This design comes from an exercise in tuning for small area on the open sky130 flow, not from production work.
RTL that was checked went through simulation tests only; none was proved equivalent to the original.
No driver is modelled on the clock port, so clocking that relies on it looks cheaper here than on a real chip.
Power and IR drop assume default switching activity.

==> module BankTicketMachineFSM, before the edit <==
module BankTicketMachineFSM (
    input clk,
    input rst_n,
    input [2:0] service_ButtonPress,
    input [3:0] officer_ButtonPress,
    output reg [6:0] Tickernum,
    output reg [1:0] Desknum,
    output reg [15:0] ticket_WaitingCustomers,
    output reg [2:0] ticket_ServiceType
    );
reg [2:0] act;
reg vld;
reg [15:0] q0, q1, q2;
wire [2:0] act_d;
wire nz0, nz1, nz2;
wire sel0, sel1, sel2, en0, en1, en2, dn, ld_n, vld_n;
wire [6:0] tn_d;
wire [1:0] dk_d;
wire [2:0] st_d;
bank_ctrl ctrl (
    .s(service_ButtonPress), .o(officer_ButtonPress), .act(act), .vld(vld),
    .nz0(nz0), .nz1(nz1), .nz2(nz2), .tn(Tickernum), .dk(Desknum), .st(ticket_ServiceType),
    .act_d(act_d), .sel0(sel0), .sel1(sel1), .sel2(sel2), .en0(en0), .en1(en1), .en2(en2),
    .dn(dn), .ld_n(ld_n), .vld_n(vld_n), .tn_d(tn_d), .dk_d(dk_d), .st_d(st_d));
bank_nz z0 (.q(q0), .nz(nz0));
bank_nz z1 (.q(q1), .nz(nz1));
bank_nz z2 (.q(q2), .nz(nz2));
wire [15:0] qs_n, x, t_n, nq, wc_d;
wire [3:0] tg, pg_n;
genvar i;
generate for (i = 0; i < 16; i = i + 1) begin : bits
    wire wc_h;
    bank_aoi222 mx (.a1(sel0), .a2(q0[i]), .b1(sel1), .b2(q1[i]), .c1(sel2), .c2(q2[i]), .y(qs_n[i]));
    if (i < 15) begin : xb
        bank_xnor2 xg (.a(qs_n[i]), .b(dn), .y(x[i]));
    end else begin : xn
        assign x[i] = 1'b0;
    end
    if (i % 4 == 0) begin : g0
        bank_xnor2 ng (.a(qs_n[i]), .b(tg[i/4]), .y(nq[i]));
        assign t_n[i] = 1'b0;
    end else begin : gn
        if (i % 4 == 1) begin : n1
            bank_nand2 tg1 (.a(tg[i/4]), .b(x[i-1]), .y(t_n[i]));
        end else if (i % 4 == 2) begin : n2
            bank_nand3 tg2 (.a(tg[i/4]), .b(x[i-2]), .c(x[i-1]), .y(t_n[i]));
        end else begin : n3
            bank_nand4 tg3 (.a(tg[i/4]), .b(x[i-3]), .c(x[i-2]), .d(x[i-1]), .y(t_n[i]));
        end
        bank_xor2 ng (.a(qs_n[i]), .b(t_n[i]), .y(nq[i]));
    end
    bank_nand2 wh (.a(ticket_WaitingCustomers[i]), .b(ld_n), .y(wc_h));
    bank_o21ai wm (.a1(qs_n[i]), .a2(ld_n), .b1(wc_h), .y(wc_d[i]));
end endgenerate
generate for (i = 0; i < 3; i = i + 1) begin : grp
    bank_nand4 pg (.a(x[4*i]), .b(x[4*i+1]), .c(x[4*i+2]), .d(x[4*i+3]), .y(pg_n[i]));
end endgenerate
assign pg_n[3] = 1'b1;
assign tg[0] = vld;
bank_nor2 tg1 (.a(vld_n), .b(pg_n[0]), .y(tg[1]));
bank_nor3 tg2 (.a(vld_n), .b(pg_n[0]), .c(pg_n[1]), .y(tg[2]));
bank_nor4 tg3 (.a(vld_n), .b(pg_n[0]), .c(pg_n[1]), .d(pg_n[2]), .y(tg[3]));
always @(posedge clk or negedge rst_n) begin
    if (!rst_n) begin
        act <= 3'b000;
        vld <= 1'b0;
    end else begin
        act <= act_d;
        vld <= 1'b1;
    end
end
always @(posedge clk) begin
    if (en0) q0 <= nq;
    if (en1) q1 <= nq;
    if (en2) q2 <= nq;
end
always @(posedge clk or negedge rst_n) begin
    if (!rst_n) begin
        Tickernum <= 7'd0;
        Desknum <= 2'd0;
        ticket_WaitingCustomers <= 16'd0;
        ticket_ServiceType <= 3'b000;
    end else begin
        Tickernum <= tn_d;
        Desknum <= dk_d;
        ticket_WaitingCustomers <= wc_d;
        ticket_ServiceType <= st_d;
    end
end
endmodule
==> module bank_ctrl, before the edit <==
module bank_ctrl (
    input [2:0] s, input [3:0] o, input [2:0] act, input vld,
    input nz0, input nz1, input nz2,
    input [6:0] tn, input [1:0] dk, input [2:0] st,
    output [2:0] act_d,
    output sel0, output sel1, output sel2, output en0, output en1, output en2,
    output dn, output ld_n, output vld_n,
    output [6:0] tn_d, output [1:0] dk_d, output [2:0] st_d
    );
wire s_oh = (s == 3'b001) | (s == 3'b010) | (s == 3'b100);
wire o_oh = (o == 4'b0001) | (o == 4'b0010) | (o == 4'b0100) | (o == 4'b1000);
assign act_d = (s != 3'b000) ? (s_oh ? {1'b0, s[2] | s[1], s[2] | s[0]} : 3'b000)
                             : (o_oh ? {1'b1, o[3] | o[2], o[3] | o[1]} : 3'b000);
wire isS = ~act[2] & (act[1] | act[0]);
wire S0 = (act == 3'b001);
wire S1 = (act == 3'b010);
wire S2 = (act == 3'b011);
wire O1 = (act == 3'b100);
wire O2 = (act == 3'b101);
wire O3 = (act == 3'b110);
wire O4 = (act == 3'b111);
assign sel0 = S0 | ((O1 | O4) & nz0) | (O3 & ~nz2 & nz0);
assign sel1 = S1 | (O1 & ~nz0 & nz1) | (O2 & nz1) | (O3 & ~nz2 & ~nz0 & nz1);
assign sel2 = S2 | (O1 & ~nz0 & ~nz1 & nz2) | (O2 & ~nz1 & nz2) | (O3 & nz2) | (O4 & ~nz0 & nz2);
assign vld_n = ~vld;
assign en0 = sel0 | vld_n;
assign en1 = sel1 | vld_n;
assign en2 = sel2 | vld_n;
assign dn = act[2];
assign ld_n = ~isS;
wire found = act[2] & (sel0 | sel1 | sel2);
assign tn_d = tn + found;
assign dk_d = O1 ? 2'd0 : O2 ? 2'd1 : O3 ? 2'd2 : dk;
assign st_d = isS ? {S2, S1, S0} : st;
endmodule
export LEC_CHECK = 0
export CAP_MARGIN = 20
export CORE_MARGIN = 2
export CORE_UTILIZATION = 40
export GPL_TIMING_DRIVEN = 0
export SLEW_MARGIN = 20
export SYNTH_HIERARCHICAL = 1
export SYNTH_MINIMUM_KEEP_SIZE = 0
create_clock -name core_clock -period 5.0 [get_ports {clk}]
standard.sh (not shown) runs the stock make flow with config.mk's settings and CLKGATE_MAP_FILE= SYNTH_SCRIPT=/design/flow/synth_recipe.tcl, a recipe that flattens the netlist after the stock synthesis.
==> flow/flow/run.sh <==
#!/bin/bash
# The standard ORFS layout (standard.sh) with three changes:
#  - the port buffers are sky130_fd_sc_hd__buf_1 cells;
#  - the clock is buffered by flow/clkbuf.tcl before CTS: a root buffer on
#    the clock port drives one buffer per group of registers. The clock net
#    then has a single sink and clock_tree_synthesis leaves it as it is;
#  - no dummy clock loads;
#  - after synthesis, flow/downsize.tcl gives each gate its smallest drive
#    strength, and the buffers synthesis added are removed; the repairs
#    size up what the layout needs.
# make's output goes to flow_make.log; each ORFS step logs to orfs/logs.
set -euo pipefail
here=$(pwd)
export BUFFER_PORTS_ARGS="-buffer_cell sky130_fd_sc_hd__buf_1"
export PRE_CTS_TCL="$here/flow/clkbuf.tcl"
export CTS_ARGS="-clk_nets clk -dont_use_dummy_load -buf_list sky130_fd_sc_hd__clkbuf_16"
export PRE_FLOORPLAN_TCL="$here/flow/downsize.tcl"
export REMOVE_ABC_BUFFERS=1
export CLKROOT_CELL=sky130_fd_sc_hd__clkbuf_4
export CLKLEAF_CELL=sky130_fd_sc_hd__clkbuf_8
export CLK_COLS=3
export CLK_ROWS=2
bash standard.sh > flow_make.log 2>&1
Other scripts of this flow, unchanged in this note and not shown: flow/flow/clkbuf.tcl, flow/flow/downsize.tcl
==> next run, changes <==
--- a/flow/design.v
+++ b/flow/design.v
@@ -13,7 +13,7 @@
 reg [15:0] q0, q1, q2;
 wire [2:0] act_d;
 wire nz0, nz1, nz2;
-wire sel0, sel1, sel2, en0, en1, en2, dn, ld_n, vld_n;
+wire sel0, sel1, sel2, en0, en1, en2, dn, ld_n;
 wire [6:0] tn_d;
 wire [1:0] dk_d;
 wire [2:0] st_d;
@@ -21,7 +21,7 @@
     .s(service_ButtonPress), .o(officer_ButtonPress), .act(act), .vld(vld),
     .nz0(nz0), .nz1(nz1), .nz2(nz2), .tn(Tickernum), .dk(Desknum), .st(ticket_ServiceType),
     .act_d(act_d), .sel0(sel0), .sel1(sel1), .sel2(sel2), .en0(en0), .en1(en1), .en2(en2),
-    .dn(dn), .ld_n(ld_n), .vld_n(vld_n), .tn_d(tn_d), .dk_d(dk_d), .st_d(st_d));
+    .dn(dn), .ld_n(ld_n), .tn_d(tn_d), .dk_d(dk_d), .st_d(st_d));
 bank_nz z0 (.q(q0), .nz(nz0));
 bank_nz z1 (.q(q1), .nz(nz1));
 bank_nz z2 (.q(q2), .nz(nz2));
@@ -57,9 +57,9 @@
 end endgenerate
 assign pg_n[3] = 1'b1;
 assign tg[0] = vld;
-bank_nor2 tg1 (.a(vld_n), .b(pg_n[0]), .y(tg[1]));
-bank_nor3 tg2 (.a(vld_n), .b(pg_n[0]), .c(pg_n[1]), .y(tg[2]));
-bank_nor4 tg3 (.a(vld_n), .b(pg_n[0]), .c(pg_n[1]), .d(pg_n[2]), .y(tg[3]));
+bank_inv tg1 (.a(pg_n[0]), .y(tg[1]));
+bank_nor2 tg2 (.a(pg_n[0]), .b(pg_n[1]), .y(tg[2]));
+bank_nor3 tg3 (.a(pg_n[0]), .b(pg_n[1]), .c(pg_n[2]), .y(tg[3]));
 always @(posedge clk or negedge rst_n) begin
     if (!rst_n) begin
         act <= 3'b000;
@@ -94,7 +94,7 @@
     input [6:0] tn, input [1:0] dk, input [2:0] st,
     output [2:0] act_d,
     output sel0, output sel1, output sel2, output en0, output en1, output en2,
-    output dn, output ld_n, output vld_n,
+    output dn, output ld_n,
     output [6:0] tn_d, output [1:0] dk_d, output [2:0] st_d
     );
 wire s_oh = (s == 3'b001) | (s == 3'b010) | (s == 3'b100);
@@ -112,10 +112,9 @@
 assign sel0 = S0 | ((O1 | O4) & nz0) | (O3 & ~nz2 & nz0);
 assign sel1 = S1 | (O1 & ~nz0 & nz1) | (O2 & nz1) | (O3 & ~nz2 & ~nz0 & nz1);
 assign sel2 = S2 | (O1 & ~nz0 & ~nz1 & nz2) | (O2 & ~nz1 & nz2) | (O3 & nz2) | (O4 & ~nz0 & nz2);
-assign vld_n = ~vld;
-assign en0 = sel0 | vld_n;
-assign en1 = sel1 | vld_n;
-assign en2 = sel2 | vld_n;
+assign en0 = sel0 | ~vld;
+assign en1 = sel1 | ~vld;
+assign en2 = sel2 | ~vld;
 assign dn = act[2];
 assign ld_n = ~isS;
 wire found = act[2] & (sel0 | sel1 | sel2);
@@ -156,3 +155,6 @@
 module bank_nor4 (input a, input b, input c, input d, output y);
 assign y = ~(a | b | c | d);
 endmodule
+module bank_inv (input a, output y);
+assign y = ~a;
+endmodule
After rerunning: Sequential power is about the same. Routed wire length decreases slightly. Final area fell slightly. First-iteration DRC count went down by well over a third. Total power drops slightly. Setup slack gets better by 0.011 ns. Via count barely changes. Hold slack is about the same. Global-route usage is lower by 0.71 points. Critical path depth stays the same. Clock power is about the same. Fmax is about the same.
No functional check of the RTL was part of the first run of this note.

-- re-timing with driven ports --
How much do the figures lean on ideal ports? The routed layouts below were timed once more, with nothing changed but the port constraints. Step 1 sets driving cells, clkbuf_16 on the clock port and buf_2 on the other inputs (assumed; they add their load-dependent delay and slew). Step 2 adds t to the input delays and takes it off the output delays; t is the mean of the earliest and latest rising clock arrival at the registers after step 1. Input paths then give back, and output paths get back, about the clock's delay inside the block. Three values: ideal, step 1, step 2; two values: the first two.
run | t (ns) | slack for setup (ns) | slew at the worst register clock pin (ns) | worst data-port slew with drivers (ns)
the first run | 0.439 | 0.452 / 0.452 / 0.452 | 0.08 / 0.08 | 0.03
the second run | 0.425 | 0.462 / 0.462 / 0.462 | 0.09 / 0.09 | 0.03
After both steps setup and hold are still met in every run listed.
